What follows belongs to an exercise in optimizing a design on an open flow for small area, a short achievable clock period and few clock cycles per item; a production flow would make more cautious choices. At most, simulation tests tie the RTL to the original design; equivalence was not proved. Power and IR drop assume default switching activity.

main:
==> flow/design.v (excerpt) <==
module Mult (MultStart, out_A, out_B, rst, clk, HI, LOW, EndMult);
For scale: ~98 flip-flops, about 130 I/O pins, ~0.019 mm^2 of cells after synthesis.
Settings: LEC_CHECK=0, CAP_MARGIN=20, CORE_MARGIN=2, CORE_UTILIZATION=40, SETUP_SLACK_MARGIN=1.0, SLEW_MARGIN=20; clock period 6.5 ns.
run.sh (not shown) runs the stock make flow with config.mk's settings and CLKGATE_MAP_FILE= SYNTH_SCRIPT=/design/flow/synth_recipe.tcl, a recipe that flattens the netlist after the stock synthesis.
For the feature branch, these inputs were changed with respect to main:
--- a/flow/config.mk
+++ b/flow/config.mk
@@ -11 +10,0 @@
-export SETUP_SLACK_MARGIN = 1.0
==> results.txt <==
The feature branch completed every stage of the flow, and the final layout passed the timing, DRC and antenna checks. Number of buffers added for setup after CTS in the feature branch is 35 below main. Of the feature branch and main, it is the feature branch that has the lower fraction of met2 tracks used by global routing. As far as sequential cell count goes, the feature branch and main are indistinguishable; the numbers are identical. Top metal layer carrying routed signals = met5: the feature branch; top metal layer carrying routed signals = met4: main. Changes observed in the feature branch relative to main: critical path buffer and inverter count saw a decrease; HPWL after detailed placement lower; sequential share of layout area now larger; count of non-filler cells in the finished layout shrank by 50.
No run of this note included a check of the RTL's function; only the layout flow was run.

---

Mult, a different RTL version from the one above (not shown whole).
Size: ~2,300 cells after synthesis, about 120 flip-flops, roughly 130 I/O pins, roughly 0.026 mm² of cells after synthesis.
==> flow/design.v (excerpt) <==
module Mult (MultStart, out_A, out_B, rst, clk, HI, LOW, EndMult);
==> flow/config.mk <==
export PLATFORM = sky130hd
export DESIGN_NAME = Mult
export DESIGN_NICKNAME = Mult
export VERILOG_FILES = /design/flow/design.v
export SDC_FILE = /design/flow/constraint.sdc
export NUM_CORES = 4
export LEC_CHECK = 0
export CAP_MARGIN = 20
export CORE_MARGIN = 2
export CORE_UTILIZATION = 40
export CTS_BUF_LIST = sky130_fd_sc_hd__clkbuf_4 sky130_fd_sc_hd__clkbuf_8
export SETUP_SLACK_MARGIN = 1.5
export SLEW_MARGIN = 20
export SYNTH_HIERARCHICAL = 1
export SYNTH_MINIMUM_KEEP_SIZE = 0
==> flow/constraint.sdc <==
create_clock -name core_clock -period 6.5 [get_ports {clk}]
set_input_delay 1.3000 -clock core_clock [delete_from_list [all_inputs] [get_ports {clk}]]
set_output_delay 1.3000 -clock core_clock [all_outputs]
set_load 0.01 [all_outputs]
standard.sh (not shown) runs the stock make flow with config.mk's settings and CLKGATE_MAP_FILE= SYNTH_SCRIPT=/design/flow/synth_recipe.tcl, a recipe that flattens the netlist after the stock synthesis.
==> flow/flow/run.sh <==
#!/bin/bash
# The standard layout (the standard.sh: ORFS synthesis to finish), except that
# the port buffers are sky130_fd_sc_hd__buf_4 rather than the delay-cell buffer
# that buffer_ports picks by default. The make output goes to standard.log; ORFS
# keeps each step's own log under orfs/logs/.
set -uo pipefail
bash standard.sh "BUFFER_PORTS_ARGS=-buffer_cell sky130_fd_sc_hd__buf_4" finish > standard.log 2>&1
Testbench counts at the start, summed over its fixed seeds: cycles 960, items 960.
==> next run, changes <==
==> flow/flow/run.sh (replaced) <==
#!/bin/bash
# The standard layout (the standard.sh: ORFS synthesis to finish), except that
# the port buffers are sky130_fd_sc_hd__buf_2 rather than the delay-cell buffer
# that buffer_ports picks by default. The make output goes to standard.log; ORFS
# keeps each step's own log under orfs/logs/.
set -uo pipefail
bash standard.sh "BUFFER_PORTS_ARGS=-buffer_cell sky130_fd_sc_hd__buf_2" finish > standard.log 2>&1
- CTS_BUF_LIST: sky130_fd_sc_hd__clkbuf_4 sky130_fd_sc_hd__clkbuf_8 -> not set
- TNS_END_PERCENT: not set -> 20
Power fell by about 4%.
Cell area fell by about 0.53%.
Die area does not change.
Sequential share of layout area barely changes.
==> next run, changes <==
==> flow/flow/run.sh (replaced) <==
#!/bin/bash
# The standard layout (the standard.sh: ORFS synthesis to finish), except that
# the port buffers are sky130_fd_sc_hd__buf_4 rather than the delay-cell buffer
# that buffer_ports picks by default. The make output goes to standard.log; ORFS
# keeps each step's own log under orfs/logs/.
set -uo pipefail
bash standard.sh "BUFFER_PORTS_ARGS=-buffer_cell sky130_fd_sc_hd__buf_4" finish > standard.log 2>&1
- CORE_UTILIZATION: 40 -> 60
- TNS_END_PERCENT: 20 -> not set
Clock power increases by about 2%; core utilization rises by 21 points; maximum frequency is about the same; global-route usage came out higher by 12 points; die area is lower by 33%.
==> next run, changes <==
==> flow/flow/run.sh (replaced) <==
#!/bin/bash
# The standard layout (the standard.sh: ORFS synthesis to finish), except that
# the port buffers are sky130_fd_sc_hd__buf_1 rather than the delay-cell buffer
# that buffer_ports picks by default. The make output goes to standard.log; ORFS
# keeps each step's own log under orfs/logs/.
set -uo pipefail
bash standard.sh "BUFFER_PORTS_ARGS=-buffer_cell sky130_fd_sc_hd__buf_1" finish > standard.log 2>&1
- CORE_UTILIZATION: 60 -> 40
The changed run finished clean.
Die area goes up by 49%.
Worst setup slack stays flat.
Wire length rose by 6.5%.
Design area grows by 2.5%.
Total power fell by 3.0%.
Hold slack loses 0.011 ns.

---

Starting RTL as in the previous note.
Settings: LEC_CHECK=0, CAP_MARGIN=20, CORE_MARGIN=2, CORE_UTILIZATION=40, CTS_BUF_LIST=sky130_fd_sc_hd__clkbuf_4 sky130_fd_sc_hd__clkbuf_8, SETUP_SLACK_MARGIN=1.5, SLEW_MARGIN=20, SYNTH_HIERARCHICAL=1, SYNTH_MINIMUM_KEEP_SIZE=0, TNS_END_PERCENT=20; clock period 6.5 ns.
==> flow/flow/run.sh <==
#!/bin/bash
# The standard layout (the standard.sh: ORFS synthesis to finish), except that
# the port buffers are sky130_fd_sc_hd__buf_2 rather than the delay-cell buffer
# that buffer_ports picks by default. The make output goes to standard.log; ORFS
# keeps each step's own log under orfs/logs/.
set -uo pipefail
bash standard.sh "BUFFER_PORTS_ARGS=-buffer_cell sky130_fd_sc_hd__buf_2" finish > standard.log 2>&1
Testbench counts at the start, summed over its fixed seeds: cycles 960, items 960.
Next try:
Settings changed: PLACE_DENSITY set to 0.8.
Outcome:
- The new run completed without violations
- design area grows slightly
- synthesized cell count does not change
- non-clock buffer count rose by 15
- global-route usage falls by 1.2 points
- sequential share of layout area hardly moves
- wire length drops by a few percent
- via count rose by a few percent
- area after synthesis is unchanged
- clock power increases by a few percent
- combinational power barely changes
- worst setup slack degrades by 0.038 ns
Next try:
==> flow/flow/run.sh (replaced) <==
#!/bin/bash
# The standard layout (the standard.sh: ORFS synthesis to finish), except that
# the port buffers are sky130_fd_sc_hd__buf_4 rather than the delay-cell buffer
# that buffer_ports picks by default. The make output goes to standard.log; ORFS
# keeps each step's own log under orfs/logs/.
set -uo pipefail
bash standard.sh "BUFFER_PORTS_ARGS=-buffer_cell sky130_fd_sc_hd__buf_4" finish > standard.log 2>&1
Settings changed: CTS_BUF_LIST sky130_fd_sc_hd__clkbuf_4 sky130_fd_sc_hd__clkbuf_8 to not set, PLACE_DENSITY 0.8 to not set, SETUP_SLACK_MARGIN 1.5 to 1.7, TNS_END_PERCENT 20 to not set.
=>
- The new run ran to the end with no violations
- routed wire length is higher by 8.2%
- via count is lower by 0.97%
- sequential share of layout area is lower by 0.45 points
- sequential power barely changes
- cell area is higher by 5.5%
- clock-buffer cell count stays the same
- synthesized cell count does not change
- total power is higher by 6.3%
- first-iteration DRC count is lower by 7.2%
- non-clock buffer count is higher by 22
Next try:
Settings changed: SETUP_SLACK_MARGIN 1.7 to 1.6.
=> First-iteration DRC count falls by roughly a tenth. Via count falls slightly. Final area falls by a few percent. Critical path depth does not change. Core utilization falls by 1.3 points.

---

## run A
Another version of the RTL of Mult (not shown whole).
For scale: ~2500 cells after synthesis, about 130 I/O pins, about 26000 um2 of cells after synthesis.
==> flow/design.v (excerpt) <==
module Mult (MultStart, out_A, out_B, rst, clk, HI, LOW, EndMult);
	input wire MultStart;
	input wire [31:0] out_A;
	input wire [31:0] out_B;
	output wire [31:0] HI;
	output wire [31:0] LOW;
	input wire rst;
	input wire clk;
	output reg EndMult;
	always @(posedge clk) EndMult <= ~rst & MultStart;
	wire [32:0] bs;
	assign bs = {out_B, 1'b0};
	wire [32:0] ax = {out_A[31], out_A};
	wire [32:0] ax1 = {out_A, 1'b0};
	wire neg0, pn0;
	wire [31:0] pp0;
	wire one0 = bs[1] ^ bs[0];
	wire two0 = (bs[2] & ~bs[1] & ~bs[0]) | (~bs[2] & bs[1] & bs[0]);
	assign neg0 = bs[2];
	BoothRow row0 (.one(one0), .two(two0), .neg(neg0), .a(out_A), .p(pp0));
	assign pn0 = ~(((one0 | two0) & out_A[31]) ^ neg0);
	wire neg1, pn1;
	wire [31:0] pp1;
	wire one1 = bs[3] ^ bs[2];
	wire two1 = (bs[4] & ~bs[3] & ~bs[2]) | (~bs[4] & bs[3] & bs[2]);
	assign neg1 = bs[4];
	BoothRow row1 (.one(one1), .two(two1), .neg(neg1), .a(out_A), .p(pp1));
	assign pn1 = ~(((one1 | two1) & out_A[31]) ^ neg1);
	wire neg2, pn2;
	wire [31:0] pp2;
	wire one2 = bs[5] ^ bs[4];
	wire two2 = (bs[6] & ~bs[5] & ~bs[4]) | (~bs[6] & bs[5] & bs[4]);
	assign neg2 = bs[6];
	BoothRow row2 (.one(one2), .two(two2), .neg(neg2), .a(out_A), .p(pp2));
	assign pn2 = ~(((one2 | two2) & out_A[31]) ^ neg2);
	wire neg3, pn3;
	wire [31:0] pp3;
	wire one3 = bs[7] ^ bs[6];
  ...
==> flow/config.mk <==
export PLATFORM = sky130hd
export DESIGN_NAME = Mult
export DESIGN_NICKNAME = Mult
export VERILOG_FILES = /design/flow/design.v
export SDC_FILE = /design/flow/constraint.sdc
export NUM_CORES = 4
export LEC_CHECK = 0
export CAP_MARGIN = 20
export CORE_MARGIN = 2
export CORE_UTILIZATION = 40
export SETUP_SLACK_MARGIN = 1.6
export SLEW_MARGIN = 20
export SYNTH_HIERARCHICAL = 1
export SYNTH_MINIMUM_KEEP_SIZE = 0
==> flow/constraint.sdc <==
create_clock -name core_clock -period 6.5 [get_ports {clk}]
set_input_delay 1.3000 -clock core_clock [delete_from_list [all_inputs] [get_ports {clk}]]
set_output_delay 1.3000 -clock core_clock [all_outputs]
set_load 0.01 [all_outputs]
run.sh (not shown) runs the stock make flow with config.mk's settings and CLKGATE_MAP_FILE= SYNTH_SCRIPT=/design/flow/synth_recipe.tcl, a recipe that flattens the netlist after the stock synthesis.
Stock flow here: none of the scripts above is used.
Run A: done, clean on timing, DRC and antenna
[inputs] run B vs run A
# run A
export LEC_CHECK = 0
export CAP_MARGIN = 20
export CORE_MARGIN = 2
export CORE_UTILIZATION = 40
export SETUP_SLACK_MARGIN = 1.6
export SLEW_MARGIN = 20
export SYNTH_HIERARCHICAL = 1
export SYNTH_MINIMUM_KEEP_SIZE = 0
create_clock -name core_clock -period 6.5 [get_ports {clk}]
# run B
export LEC_CHECK = 0
export CAP_MARGIN = 20
export CORE_MARGIN = 2
export CORE_UTILIZATION = 40
export SETUP_SLACK_MARGIN = 1.0
export SLEW_MARGIN = 20
export SYNTH_HIERARCHICAL = 1
export SYNTH_MINIMUM_KEEP_SIZE = 0
create_clock -name core_clock -period 6.5 [get_ports {clk}]
==> flow/flow/run.sh (new file) <==
#!/bin/bash
# The standard layout (the standard.sh: ORFS synthesis to finish), except that
# the port buffers are sky130_fd_sc_hd__buf_4 rather than the delay-cell buffer
# that buffer_ports picks by default. The make output goes to standard.log; ORFS
# keeps each step's own log under orfs/logs/.
set -uo pipefail
bash standard.sh "BUFFER_PORTS_ARGS=-buffer_cell sky130_fd_sc_hd__buf_4" finish > standard.log 2>&1
==> flow/standard.sh (new file) <==
#!/bin/bash
# synth_recipe.tcl (not shown) runs the flow's synth.tcl, then flattens the netlist and writes it again
# the make line also repeats each setting of config.mk as NAME=value (left out here)
make -C /OpenROAD-flow-scripts/flow DESIGN_CONFIG=/design/flow/config.mk WORK_HOME=/design/flow/orfs CLKGATE_MAP_FILE= SYNTH_SCRIPT=/design/flow/synth_recipe.tcl "${@:-finish}"
removed: flow/run.sh
## What came out
Going from run A to run B, summed area of non-filler cells in the final layout shrinks by about 14%. Run B has half-perimeter wire length of the detailed placement result below what run A had. What run A reported for clock power has to be multiplied by 1.07 to get the figure for run B.
No functional check of the RTL was part of any run of this note.

==> re-timing with driven ports <==
Ports are ideal in the flow. The routed layouts listed here were re-timed in OpenROAD.
Step 1 (the two cells are an assumption about what drives the block):
set clk [get_ports {clk}]
set_driving_cell -lib_cell sky130_fd_sc_hd__clkbuf_16 $clk
set_driving_cell -lib_cell sky130_fd_sc_hd__buf_2 [delete_from_list [all_inputs] $clk]
Step 2, shift: input delay + t, output delay - t, t = (earliest + latest rising clock arrival at the registers) / 2. This alone moves slack from input paths to output paths.
Slacks: ideal / step 1 / step 2; pairs: ideal / step 1.
run | shift t [ns] | slack for setup (ns) | worst hold slack (ns) | worst setup path after step 2 | worst data-port slew with drivers (ns)
main | 0.423 | 1.012 / 1.043 / 0.620 | 0.352 / 0.352 / 0.352 | input to register | 0.06
the feature branch | 0.436 | 0.311 / 0.335 / -0.101 | 0.350 / 0.350 / 0.350 | input to register | 0.05
the first run of note 2 | 0.614 | 1.567 / 1.547 / 0.970 | 0.893 / 0.865 / 1.479 | input to register | 0.06
the second run of note 2 | 0.546 | 1.555 / 1.586 / 1.043 | 0.964 / 0.932 / 1.478 | input to register | 0.07
the third run of note 2 | 0.529 | 1.550 / 1.545 / 1.024 | 0.980 / 0.947 / 1.476 | input to register | 0.07
the fourth run of note 2 | 0.550 | 1.550 / 1.573 / 1.023 | 0.968 / 0.927 / 1.477 | input to register | 0.07
the first run of note 3 | 0.621 | 1.576 / 1.584 / 0.975 | 0.891 / 0.852 / 1.473 | input to register | 0.08
the second run of note 3 | 0.621 | 1.538 / 1.538 / 0.946 | 0.876 / 0.839 / 1.461 | input to register | 0.08
the third run of note 3 | 0.554 | 1.701 / 1.640 / 1.109 | 0.956 / 0.925 / 1.479 | input to register | 0.18
the fourth run of note 3 | 0.548 | 1.653 / 1.656 / 1.114 | 0.968 / 0.933 / 1.481 | input to register | 0.17
run A | 0.513 | 1.485 / 1.472 / 0.959 | 1.085 / 1.092 / 1.605 | input to register | 0.09
run B | 0.517 | 1.116 / 1.105 / 0.588 | 0.980 / 0.947 / 1.464 | input to register | 0.09
Met with ideal ports but missed after step 2: setup timing in the feature branch. For the first run of note 3, which loses most, drivers alone change the setup slack by +0.008 ns; drivers and shift together by -0.601 ns.
